From an optimization exercise on the open Yosys and OpenROAD flow, aimed at small area, a short achievable clock period and few clock cycles; shortcuts taken in it are not production practice. Where RTL was checked, it was by simulation tests only, not by an equivalence proof against the original.

Setup of 11-02:
==> flow/design.v <==
`timescale 1ns / 1ps
module np_read_req_gen(
    input         clk,
    input         rst,
    input         transferstart,
    input         rd_dma_start_one,
    input  [63:0] dmaras,
    input  [31:0] dmarad,
    input  [31:0] dmarxs,
    input         rd_TX_des_start_one,
    input  [63:0] TX_des_addr,
    input  [2:0]  read_req_size,
    input  [15:0] req_id,
    input  [31:0] completion_pending,
    output        ready,
    output        non_posted_fifo_wren,
    output [63:0] non_posted_fifo_data,
    output [4:0]  tx_waddr,
    output [31:0] tx_wdata,
    output        tx_we
    );
function [11:0] add11(input [10:0] x, input [10:0] y, input cin);
    reg [10:0] g, p, G, P;
    integer l, i, j;
    begin
        g = x & y;
        p = x ^ y;
        G = g;
        P = p;
        G[0] = g[0] | (p[0] & cin);
        for (l = 0; l < 4; l = l + 1)
            for (i = 0; i < 11; i = i + 1)
                if (i & (1 << l)) begin
                    j = ((i >> l) << l) - 1;
                    G[i] = G[i] | (P[i] & G[j]);
                    P[i] = P[i] & P[j];
                end
        add11 = {G[10], p ^ {G[9:0], cin}};
    end
endfunction
function [51:0] pand52(input [51:0] x);
    reg [51:0] s;
    integer l, i, j;
    begin
        s = x;
        for (l = 0; l < 6; l = l + 1)
            for (i = 0; i < 52; i = i + 1)
                if (i & (1 << l)) begin
                    j = ((i >> l) << l) - 1;
                    s[i] = s[i] & s[j];
                end
        pand52 = s;
    end
endfunction
function le11(input [10:0] x, input [10:0] y);
    reg [11:0] r;
    begin
        r = add11(y, ~x, 1'b1);    
        le11 = r[11];
    end
endfunction
reg        rdy, s_calc, s_w1, s_w2;
reg        des;           
reg        last;          
reg        ok;            
reg        fmt;           
reg [63:2] a;             
reg [27:2] d;             
reg [31:2] n;             
reg        nhz;           
reg [12:2] fkb;           
reg [12:2] LA;            
reg [12:2] LB;            
reg        inc, dinc;     
reg [5:0]  rsh;           
reg [4:0]  T;             
reg [5:0]  blk;           
reg        wren;
reg        w2f, w2n;      
wire start_dma = rdy & rd_dma_start_one;
wire start_des = rdy & rd_TX_des_start_one;
wire start = start_dma | start_des;
wire fire1 = s_w1 & ok;   
wire [12:2] R = {rsh, 5'd0};
wire [10:0] m_lo = {|rsh[5:5], |rsh[5:4], |rsh[5:3], |rsh[5:2], |rsh[5:1], 5'b11111};
wire [10:0] m_hi = {|rsh[4:0], |rsh[3:0], |rsh[2:0], |rsh[1:0], rsh[0], 6'b0};
wire nR = nhz & ~|(n[12:2] & m_hi) & (~|(n[12:2] & R) | ~|(n[12:2] & m_lo));
wire FR = ~|(fkb & m_hi) & (~|(fkb & R) | ~|(fkb & m_lo));
wire nF = nhz & le11(n[12:2], fkb);
wire lst = nR & nF;
wire [12:2] Lnx = lst ? n[12:2] : (FR ? fkb : R);
wire s_calc_d = ~rst & start_dma;
wire s_w1_d = ~rst & (start_des | (transferstart & (s_calc | (s_w1 & ~ok) | (s_w2 & ~last))));
wire s_w2_d = ~rst & fire1;
wire rdy_d = rst | (rdy & ~rd_dma_start_one & ~rd_TX_des_start_one)
           | (~transferstart & (s_calc | (s_w1 & ~ok))) | (s_w2 & (last | ~transferstart));
wire [12:2] L_d = (start_des | des) ? 11'd8 : Lnx;
wire [4:0] T_d = T + {4'd0, s_w2};
wire ok_d = ~completion_pending[T_d];
wire fire1_d = s_w1_d & ok_d;
wire [11:0] lo_sum = add11({1'b0, a[11:2]}, {1'b0, LB[11:2]}, 1'b0);
wire [11:0] a_cy = add11({1'b0, a[11:2]}, {1'b0, LA[11:2]}, 1'b0);    
wire [5:0] blk_d = {&a[63:56], &a[55:48], &a[47:40], &a[39:32], &a[31:22], &a[21:12]};
wire [5:0] bcin = {&blk[4:0], &blk[3:0], &blk[2:0], &blk[1:0], blk[0], 1'b1};    
reg [63:12] bpre;    
integer bi;
always @(*) begin
    for (bi = 12; bi < 64; bi = bi + 1)
        if (bi == 12 || bi == 22 || bi == 32 || bi == 40 || bi == 48 || bi == 56)
            bpre[bi] = 1'b1;
        else
            bpre[bi] = bpre[bi-1] & a[bi-1];
end
wire [63:12] hcy = bpre & {{8{bcin[5]}}, {8{bcin[4]}}, {8{bcin[3]}}, {8{bcin[2]}}, {10{bcin[1]}}, {10{bcin[0]}}};
wire [63:12] hi_sum = a[63:12] ^ (hcy & {52{inc}});
wire c32 = inc & blk[0] & blk[1];
wire hi_ones = &blk[5:2];    
wire [63:0] ld_addr = rd_dma_start_one ? dmaras : TX_des_addr;
wire ld_fmt = |ld_addr[63:32];
wire fmt_d = start ? ld_fmt : ((|a[63:32]) & ~(c32 & hi_ones)) | (c32 & ~hi_ones);
wire [11:0] d_lo = add11(d[12:2], LB, 1'b0);
wire [11:0] d_cy = add11(d[12:2], LA, 1'b0);    
wire [14:0] d_hiall = pand52({37'd0, d[27:13]});
wire [27:13] d_hi = d[27:13] ^ ({d_hiall[13:0], 1'b1} & {15{dinc}});
wire [11:0] n_lo = add11(n[12:2], ~LA, 1'b1);            
wire [18:0] n_hiz = pand52({33'd0, ~n[31:13]});
wire [31:13] n_hi = n[31:13] ^ ({n_hiz[17:0], 1'b1} & {19{~n_lo[11]}});
wire n_is1 = n[13] & ~|n[31:14];
wire nhz_d = start_dma ? ~|dmarxs[31:13] : n_lo[11] ? nhz : n_is1;
wire [11:0] f_lo = add11(fkb, ~LA, 1'b1);
wire [11:0] f0 = add11(11'd0, {1'b0, ~dmaras[11:2]}, 1'b1);  
always @(posedge clk) begin
    rdy <= rdy_d;
    s_calc <= s_calc_d;
    s_w1 <= s_w1_d;
    s_w2 <= s_w2_d;
    wren <= s_w2_d | fire1_d;
    w2f <= fire1 & fmt;
    w2n <= fire1 & ~fmt;
    T <= rst ? 5'd0 : T_d;
    blk <= blk_d;
    ok <= ok_d;
    LA <= fire1_d ? L_d : 11'd0;
    LB <= LA;
    inc <= a_cy[10] | LA[12];
    dinc <= d_cy[11];
    last <= lst | start_des | des | (s_w1 & ~transferstart);
    fmt <= fmt_d;
    des <= start_des | (des & ~start_dma);
    rsh <= 6'd1 << read_req_size;
    a <= start ? ld_addr[63:2] : {hi_sum, lo_sum[9:0]};
    d <= start_dma ? dmarad[27:2] : {d_hi, d_lo[10:0]};
    n <= start_dma ? dmarxs[31:2] : {n_hi, n_lo[10:0]};
    nhz <= nhz_d;
    fkb <= start_dma ? f0[10:0] : (fkb == LA) ? 11'd1024 : f_lo[10:0];
end
assign ready = rdy;
assign non_posted_fifo_wren = wren;
assign non_posted_fifo_data[63]    = (s_w2 & a[63]) | (w2n & a[31]);
assign non_posted_fifo_data[62]    = (s_w2 & a[62]) | (w2n & a[30]);
assign non_posted_fifo_data[61]    = (s_w2 & a[61]) | (w2n & a[29]) | (s_w1 & fmt);
assign non_posted_fifo_data[60:42] = ({19{s_w2}} & a[60:42]) | ({19{w2n}} & a[28:10]);
assign non_posted_fifo_data[41:34] = ({8{s_w2}} & a[41:34]) | ({8{w2n}} & a[9:2]) | LA[11:4];
assign non_posted_fifo_data[33:32] = ({2{s_w2}} & a[33:32]) | LA[3:2];
assign non_posted_fifo_data[31:16] = ({16{w2f}} & a[31:16]) | ({16{s_w1}} & req_id);
assign non_posted_fifo_data[15:13] = {3{w2f}} & a[15:13];
assign non_posted_fifo_data[12:8]  = ({5{w2f}} & a[12:8]) | ({5{s_w1}} & T);
assign non_posted_fifo_data[7:2]   = ({6{w2f}} & a[7:2]) | {6{s_w1}};
assign non_posted_fifo_data[1:0]   = {2{s_w1}};
assign tx_we = s_w2;
assign tx_waddr = T;
assign tx_wdata = {des, 9'b0, d[27:6]};
endmodule
export LEC_CHECK = 0
export CAP_MARGIN = 20
export CORE_MARGIN = 2
export CORE_UTILIZATION = 55
export PLACE_DENSITY = 0.7
export SETUP_SLACK_MARGIN = 2.15
export SLEW_MARGIN = 20
create_clock -name core_clock -period 4.5 [get_ports {clk}]
standard.sh (not shown) runs the stock make flow with config.mk's settings and CLKGATE_MAP_FILE= SYNTH_SCRIPT=/design/flow/synth_recipe.tcl, a recipe that flattens the netlist after the stock synthesis.
==> flow/flow/run.sh <==
#!/bin/bash
# Layout flow: the standard flow (standard.sh) with two changes.
#  1. Synthesis runs the standard script (synth_recipe.tcl) except that ABC maps with
#     flow/abc_delay.script (delay-driven) and adders are not pre-mapped to ripple
#     full/half-adder cells (ADDER_MAP_FILE empty). The registers, their names and cell
#     types are the same as in the standard synthesis.
#  2. Ports get sky130_fd_sc_hd__buf_1 buffers instead of the default delay-buffer cell.
# Each tool's output goes to a log file in this folder (synth.log, standard_flow.log) and
# ORFS's own logs under orfs/logs.
set -euo pipefail
here=$(pwd)
sed 's|^source \$::env(SCRIPTS_DIR)/synth.tcl$|source '"$here"'/flow/synth_delay.tcl|' synth_recipe.tcl > synth_delay_top.tcl
grep -q 'flow/synth_delay.tcl' synth_delay_top.tcl
sed 's|SYNTH_SCRIPT=[^ ]*|SYNTH_SCRIPT='"$here"'/synth_delay_top.tcl|' standard.sh > standard_delay.sh
grep -q 'synth_delay_top.tcl' standard_delay.sh
MY_ABC_SCRIPT=$here/flow/abc_delay.script ADDER_MAP_FILE= bash standard_delay.sh synth > synth.log 2>&1
export BUFFER_PORTS_ARGS="-buffer_cell sky130_fd_sc_hd__buf_1"
bash standard.sh > standard_flow.log 2>&1
==> flow/flow/abc_delay.script <==
strash
dch
map -D 1500
buffer -p
upsize -D 1500
dnsize -D 1500
stime -p
==> flow/flow/synth_delay.tcl <==
# ORFS's synth.tcl, with its ABC call given flow/abc_delay.script (a delay-driven mapping)
# in place of the platform's default ABC script. Everything else is unchanged.
set f [open $::env(SCRIPTS_DIR)/synth.tcl]
set txt [read $f]
close $f
set old {log_cmd abc {*}$abc_args}
if {[string first $old $txt] < 0} { error "synth_delay.tcl: ABC call not found in synth.tcl" }
set txt [string map [list $old {log_cmd abc -script $::env(MY_ABC_SCRIPT) {*}[lrange $abc_args 2 end]}] $txt]
uplevel #0 $txt
Testbench counts of 11-02, summed over its fixed seeds: cycles 52,910.
Setup changes, 11-02 to 11-22
-- flow/design.v --
<<< 11-02, line 75
reg [5:0]  rsh;           
reg [4:0]  T;             
reg [5:0]  blk;           
reg        wren;
>>> 11-22, line 75
reg [5:0]  rsh;           
reg [4:0]  T;             
reg [4:0]  T1;            
reg [5:0]  blk;           
reg        wren;
<<< 11-02, line 96
           | (~transferstart & (s_calc | (s_w1 & ~ok))) | (s_w2 & (last | ~transferstart));
wire [12:2] L_d = (start_des | des) ? 11'd8 : Lnx;
wire [4:0] T_d = T + {4'd0, s_w2};
wire ok_d = ~completion_pending[T_d];
wire fire1_d = s_w1_d & ok_d;
>>> 11-22, line 97
           | (~transferstart & (s_calc | (s_w1 & ~ok))) | (s_w2 & (last | ~transferstart));
wire [12:2] L_d = (start_des | des) ? 11'd8 : Lnx;
wire [4:0] T_d = s_w2 ? T1 : T;
wire ok_d = ~completion_pending[T_d];
wire fire1_d = s_w1_d & ok_d;
<<< 11-02, line 117
wire hi_ones = &blk[5:2];    
wire [63:0] ld_addr = rd_dma_start_one ? dmaras : TX_des_addr;
wire ld_fmt = |ld_addr[63:32];
wire fmt_d = start ? ld_fmt : ((|a[63:32]) & ~(c32 & hi_ones)) | (c32 & ~hi_ones);
wire [11:0] d_lo = add11(d[12:2], LB, 1'b0);
>>> 11-22, line 118
wire hi_ones = &blk[5:2];    
wire [63:0] ld_addr = rd_dma_start_one ? dmaras : TX_des_addr;
wire ld_fmt = rd_dma_start_one ? |dmaras[63:32] : |TX_des_addr[63:32];
wire fmt_d = start ? ld_fmt : ((|a[63:32]) & ~(c32 & hi_ones)) | (c32 & ~hi_ones);
wire [11:0] d_lo = add11(d[12:2], LB, 1'b0);
<<< 11-02, line 139
    w2n <= fire1 & ~fmt;
    T <= rst ? 5'd0 : T_d;
    blk <= blk_d;
    ok <= ok_d;
>>> 11-22, line 140
    w2n <= fire1 & ~fmt;
    T <= rst ? 5'd0 : T_d;
    T1 <= rst ? 5'd1 : T_d + 5'd1;
    blk <= blk_d;
    ok <= ok_d;
### Flow results
Cmp 11-22 and 11-02 / count of non-CTS inverters in the layout / higher: 11-02. Of 11-22 and 11-02, 11-22 shows the higher smallest setup slack after layout, with 11-02 below it. Going from 11-02 to 11-22, via count of the first global-routing pass now larger, met2 global-route usage now larger. On global-route usage, 11-22 and 11-02 are neck and neck. Storage element area for 11-22: about 3% up relative to 11-02. 11-22 vs 11-02 — layout buffer count excluding clock buffers rose 1.3%. In the tables for 11-22 and 11-02, antenna diode instance count reads lower with 11-02. 11-22 vs. 11-02: final non-filler cell total increased about 2%; flip-flop and latch share of the layout cell area +0.56 points. There was hardly any difference in hold violation count in the final report between 11-22 and 11-02.
Function not checked in 11-22: the RTL went through the layout flow alone.

## what the ideal ports hide
Ports are ideal in the flow. The routed layouts listed here were re-timed in OpenROAD. Step 1: set_driving_cell puts a clkbuf_16 on clk and a buf_2 on each other input, an assumption about the parent block. Step 2 times the ports against the registers' clock, not the clock port: input delays grow and output delays shrink by t, the midpoint of the rising clock arrivals with the driver on. Three values: ideal ports, drivers, drivers and shift; two values: the first two.
| run | shift t [ns] | setup slack, ns | clock arrival spread, ns | slew at the worst register clock pin (ns) | worst data-port slew with drivers (ns) |
|---|---|---|---|---|---|
| 11-02 | 0.492 | 2.001 / 1.951 / 1.709 | 0.014 / 0.013 | 0.08 / 0.08 | 0.09 |
| 11-22 | 0.483 | 2.081 / 2.032 / 1.837 | 0.017 / 0.018 | 0.08 / 0.08 | 0.08 |
After both steps setup and hold are still met in every run listed. The setup slack of 11-02, which loses most, moves by -0.050 ns with the drivers and by -0.292 ns with both steps.
